Context: an optimization exercise on an open-source flow, tuned for small area. The choices shown serve that exercise and are no tape-out recipe.
At most, simulation tests tie the RTL to the original design; equivalence was not proved.
No activity file was given, so power comes from the tool's default toggle rates.

## busmux
module busmux #(
    parameter DATAW = 32
) (
    input  wire               i_clk,
    input  wire               i_rst,
    input  wire               i_stb,
    input  wire               i_we,
    input  wire [7:0]         i_addr,
    input  wire [(DATAW-1):0] i_data,
    output wire               o_ack,
    output wire [(DATAW-1):0] o_data,
    output wire               o_xor
);
    localparam NREG = 14;
    function automatic [(NREG-1):0] wsel(input [1:0] g, input [2:0] s);
        begin
            wsel[0]  = (g == 2'd0) && !s[0];
            wsel[1]  = (g == 2'd0) &&  s[0];
            wsel[2]  = (g == 2'd1) && (s[1:0] == 2'd0);
            wsel[3]  = (g == 2'd1) && (s[1:0] == 2'd1);
            wsel[4]  = (g == 2'd1) && (s[1:0] == 2'd2);
            wsel[5]  = (g == 2'd2) && (s[1:0] == 2'd0);
            wsel[6]  = (g == 2'd2) && (s[1:0] == 2'd1);
            wsel[7]  = (g == 2'd2) && (s[1:0] == 2'd2);
            wsel[8]  = (g == 2'd2) && (s[1:0] == 2'd3);
            wsel[9]  = (g == 2'd3) && (s == 3'd0);
            wsel[10] = (g == 2'd3) && (s == 3'd1);
            wsel[11] = (g == 2'd3) && (s == 3'd2);
            wsel[12] = (g == 2'd3) && (s == 3'd3);
            wsel[13] = (g == 2'd3) && (s == 3'd4);
        end
    endfunction
    function automatic [(NREG-1):0] rsel(input [2:0] g, input [2:0] s);
        reg g0, g1, g2, g3;
        begin
            g0 = (g == 3'd0);
            g1 = (g == 3'd1);
            g2 = (g == 3'd2);
            g3 = g[2] || (g[1:0] == 2'd3);
            rsel[0]  = g0 && !s[0];
            rsel[1]  = g0 &&  s[0];
            rsel[2]  = g1 && (s[1:0] == 2'd0);
            rsel[3]  = g1 && (s[1:0] == 2'd1);
            rsel[4]  = g1 &&  s[1];
            rsel[5]  = g2 && (s[1:0] == 2'd0);
            rsel[6]  = g2 && (s[1:0] == 2'd1);
            rsel[7]  = g2 && (s[1:0] == 2'd2);
            rsel[8]  = g2 && (s[1:0] == 2'd3);
            rsel[9]  = g3 && (s == 3'd0);
            rsel[10] = g3 && (s == 3'd1);
            rsel[11] = g3 && (s == 3'd2);
            rsel[12] = g3 && (s == 3'd3);
            rsel[13] = g3 && s[2];
        end
    endfunction
  ...
For scale: ~1700 cells after synthesis, about 540 flip-flops, roughly 78 I/O pins, about 0.019 mm^2 of cells after synthesis.
==> module busmux, before the edit <==
module busmux #(
    parameter DATAW = 32
) (
    input  wire               i_clk,
    input  wire               i_rst,
    input  wire               i_stb,
    input  wire               i_we,
    input  wire [7:0]         i_addr,
    input  wire [(DATAW-1):0] i_data,
    output wire               o_ack,
    output wire [(DATAW-1):0] o_data,
    output wire               o_xor
);
    localparam NREG = 14;
    function automatic [(NREG-1):0] wsel(input [1:0] g, input [2:0] s);
        begin
            wsel[0]  = (g == 2'd0) && !s[0];
            wsel[1]  = (g == 2'd0) &&  s[0];
            wsel[2]  = (g == 2'd1) && (s[1:0] == 2'd0);
            wsel[3]  = (g == 2'd1) && (s[1:0] == 2'd1);
            wsel[4]  = (g == 2'd1) && (s[1:0] == 2'd2);
            wsel[5]  = (g == 2'd2) && (s[1:0] == 2'd0);
            wsel[6]  = (g == 2'd2) && (s[1:0] == 2'd1);
            wsel[7]  = (g == 2'd2) && (s[1:0] == 2'd2);
            wsel[8]  = (g == 2'd2) && (s[1:0] == 2'd3);
            wsel[9]  = (g == 2'd3) && (s == 3'd0);
            wsel[10] = (g == 2'd3) && (s == 3'd1);
            wsel[11] = (g == 2'd3) && (s == 3'd2);
            wsel[12] = (g == 2'd3) && (s == 3'd3);
            wsel[13] = (g == 2'd3) && (s == 3'd4);
        end
    endfunction
    function automatic [(NREG-1):0] rsel(input [2:0] g, input [2:0] s);
        reg g0, g1, g2, g3;
        begin
            g0 = (g == 3'd0);
            g1 = (g == 3'd1);
            g2 = (g == 3'd2);
            g3 = g[2] || (g[1:0] == 2'd3);
            rsel[0]  = g0 && !s[0];
            rsel[1]  = g0 &&  s[0];
            rsel[2]  = g1 && (s[1:0] == 2'd0);
            rsel[3]  = g1 && (s[1:0] == 2'd1);
            rsel[4]  = g1 &&  s[1];
            rsel[5]  = g2 && (s[1:0] == 2'd0);
            rsel[6]  = g2 && (s[1:0] == 2'd1);
            rsel[7]  = g2 && (s[1:0] == 2'd2);
            rsel[8]  = g2 && (s[1:0] == 2'd3);
            rsel[9]  = g3 && (s == 3'd0);
            rsel[10] = g3 && (s == 3'd1);
            rsel[11] = g3 && (s == 3'd2);
            rsel[12] = g3 && (s == 3'd3);
            rsel[13] = g3 && s[2];
        end
    endfunction
    reg               r_wreq;
    reg [1:0]         r_wgrp;
    reg               c_we;
    reg [1:0]         c_grp;
    reg [2:0]         c_slot;
    reg               c_rst;
    reg [(DATAW-1):0] c_data;    
    reg               ph;        
    reg [(NREG*DATAW-1):0] mem;
    reg [(NREG-1):0]       par;
    reg               r_stb;
    reg               r_ack;
    reg [(DATAW-1):0] r_data;
    assign o_ack  = r_ack;
    assign o_data = r_data;
    assign o_xor  = ^par;
    always @(posedge i_clk) begin
        r_wreq <= i_stb && i_we && !i_addr[6];
        r_wgrp <= i_addr[5:4];
        c_we   <= r_wreq;
        c_grp  <= r_wgrp;
        c_slot <= i_addr[2:0];
        c_rst  <= i_rst;
        c_data <= i_data ^ {DATAW{ph_d}};
    end
    wire ph_n = !c_rst && !ph;
    wire ph_d = !ph_n;
    always @(posedge i_clk) begin
        ph <= ph_n;
    end
    wire [(NREG-1):0] a_en  = i_rst ? {NREG{1'b1}} : (r_wreq ? wsel(r_wgrp, i_addr[2:0]) : {NREG{1'b0}});
    wire              a_par = ^i_data & !i_rst;
    wire [(NREG-1):0] par_d;
    genvar i;
    generate
        for (i = 0; i < NREG; i = i + 1) begin : g_par
            bm_hold #(.W(1)) u_par (
                .i_en  (a_en[i]),
                .i_enb (!a_en[i]),
                .i_d   (a_par),
                .i_q   (par[i]),
                .o_d   (par_d[i])
            );
        end
    endgenerate
    always @(posedge i_clk) begin
        par <= par_d;
    end
    wire [(NREG-1):0]      c_en = c_rst ? {NREG{1'b1}} : (c_we ? wsel(c_grp, c_slot) : {NREG{1'b0}});
    wire [(DATAW-1):0]     c_wn = ~c_data | {DATAW{c_rst}};
    wire [(NREG*DATAW-1):0] mem_d;
    generate
        for (i = 0; i < NREG; i = i + 1) begin : g_mem
            bm_tog #(.W(DATAW)) u_mem (
                .i_en  (c_en[i]),
                .i_enb (!c_en[i]),
                .i_dn  (c_wn),
                .i_q   (mem[i*DATAW +: DATAW]),
                .o_d   (mem_d[i*DATAW +: DATAW])
            );
        end
    endgenerate
    always @(posedge i_clk) begin
        mem <= mem_d;
    end
    wire [(DATAW-1):0] rd;
    bm_rmux #(.W(DATAW), .N(NREG)) u_rmux (
        .i_sel  (rsel(i_addr[6:4], c_slot)),
        .i_d    (mem),
        .o_d    (rd)
    );
    always @(posedge i_clk) begin
        r_data <= rd ^ {DATAW{ph}};
    end
    always @(posedge i_clk) begin
        r_stb <= i_stb;
        if (!r_ack)
            r_ack <= r_stb;
        else
            r_ack <= 1'b0;
    end
endmodule
clock: 6.0 ns
lec_check: 0
cap_margin: 20
core_margin: 2
core_utilization: 40
cts_cluster_diameter: 150
cts_cluster_size: 30
slew_margin: 20
synth_hierarchical: 1
run.sh (not shown) runs the stock make flow with config.mk's settings and CLKGATE_MAP_FILE= SYNTH_SCRIPT=/design/flow/synth_recipe.tcl, a recipe that flattens the netlist after the stock synthesis.
Edit:
--- a/flow/design.v
+++ b/flow/design.v
@@ -13,45 +13,26 @@
 );
     localparam NREG = 14;
     function automatic [(NREG-1):0] wsel(input [1:0] g, input [2:0] s);
         begin
-            wsel[0]  = (g == 2'd0) && !s[0];
-            wsel[1]  = (g == 2'd0) &&  s[0];
-            wsel[2]  = (g == 2'd1) && (s[1:0] == 2'd0);
-            wsel[3]  = (g == 2'd1) && (s[1:0] == 2'd1);
-            wsel[4]  = (g == 2'd1) && (s[1:0] == 2'd2);
-            wsel[5]  = (g == 2'd2) && (s[1:0] == 2'd0);
-            wsel[6]  = (g == 2'd2) && (s[1:0] == 2'd1);
-            wsel[7]  = (g == 2'd2) && (s[1:0] == 2'd2);
-            wsel[8]  = (g == 2'd2) && (s[1:0] == 2'd3);
-            wsel[9]  = (g == 2'd3) && (s == 3'd0);
-            wsel[10] = (g == 2'd3) && (s == 3'd1);
-            wsel[11] = (g == 2'd3) && (s == 3'd2);
-            wsel[12] = (g == 2'd3) && (s == 3'd3);
-            wsel[13] = (g == 2'd3) && (s == 3'd4);
+            wsel = {NREG{1'b0}};
+            case (g)
+            2'd0: wsel[s[0]] = 1'b1;
+            2'd1: if (s[1:0] != 2'd3) wsel[2 + s[1:0]] = 1'b1;
+            2'd2: wsel[5 + s[1:0]] = 1'b1;
+            2'd3: if (s <= 3'd4) wsel[9 + s] = 1'b1;
+            endcase
         end
     endfunction
     function automatic [(NREG-1):0] rsel(input [2:0] g, input [2:0] s);
-        reg g0, g1, g2, g3;
         begin
-            g0 = (g == 3'd0);
-            g1 = (g == 3'd1);
-            g2 = (g == 3'd2);
-            g3 = g[2] || (g[1:0] == 2'd3);
-            rsel[0]  = g0 && !s[0];
-            rsel[1]  = g0 &&  s[0];
-            rsel[2]  = g1 && (s[1:0] == 2'd0);
-            rsel[3]  = g1 && (s[1:0] == 2'd1);
-            rsel[4]  = g1 &&  s[1];
-            rsel[5]  = g2 && (s[1:0] == 2'd0);
-            rsel[6]  = g2 && (s[1:0] == 2'd1);
-            rsel[7]  = g2 && (s[1:0] == 2'd2);
-            rsel[8]  = g2 && (s[1:0] == 2'd3);
-            rsel[9]  = g3 && (s == 3'd0);
-            rsel[10] = g3 && (s == 3'd1);
-            rsel[11] = g3 && (s == 3'd2);
-            rsel[12] = g3 && (s == 3'd3);
-            rsel[13] = g3 && s[2];
+            rsel = {NREG{1'b0}};
+            case (g)
+            3'd0: rsel[s[0]] = 1'b1;
+            3'd1: rsel[(s[1:0] == 2'd3) ? 4 : 2 + s[1:0]] = 1'b1;
+            3'd2: rsel[5 + s[1:0]] = 1'b1;
+            default: rsel[(s > 3'd4) ? 13 : 9 + s] = 1'b1;
+            endcase
         end
     endfunction
     reg               r_wreq;
     reg [1:0]         r_wgrp;
=> The new run passed the timing, design-rule and antenna checks. Combinational power went up by 17%. Core utilization stays flat. Power went up by 3.6%. Sequential share of layout area went down by 2.5 points. Cell count went up by 5.6%. Clock skew went up by 11 ps. Routed wire length went up by 3.3%. Global-route usage went down by 0.13 points. Sequential power hardly moves. Sequential cell count is unchanged. Synthesized cell count went up by 6.6%. Via count went up by 4.1%. Die area went up by 4.4%. Design area went up by 4.9%.
The RTL of the second run of this note was laid out without a check of its function.

==> re-timing with driven ports <==
In the flow no input, the clock included, has a driving cell. The finished layouts below were timed again as built, in two steps.
Step 1 sets driving cells, clkbuf_16 on the clock port and buf_2 on the other inputs (assumed; they add their load-dependent delay and slew).
Step 2 adds t to the input delays and takes it off the output delays; t is the mean of the earliest and latest rising clock arrival at the registers after step 1. Input paths then give back, and output paths get back, about the clock's delay inside the block.
Slacks: ideal ports / drivers / drivers and shift; pairs: ideal ports / drivers.
| run | t, ns | slack for setup (ns) | worst setup path after step 2 | latest minus earliest clock arrival (ns) | worst register clock-pin slew, ns |
|---|---|---|---|---|---|
| the first run | 0.615 | 2.400 / 2.426 / 1.810 | input to register | 0.015 / 0.015 | 0.12 / 0.12 |
| the second run | 0.625 | 1.126 / 1.126 / 1.101 | input to register | 0.027 / 0.028 | 0.12 / 0.12 |
After both steps every run listed still meets setup and hold. For the first run, which loses most, drivers alone change the setup slack by +0.026 ns; drivers and shift together by -0.590 ns.
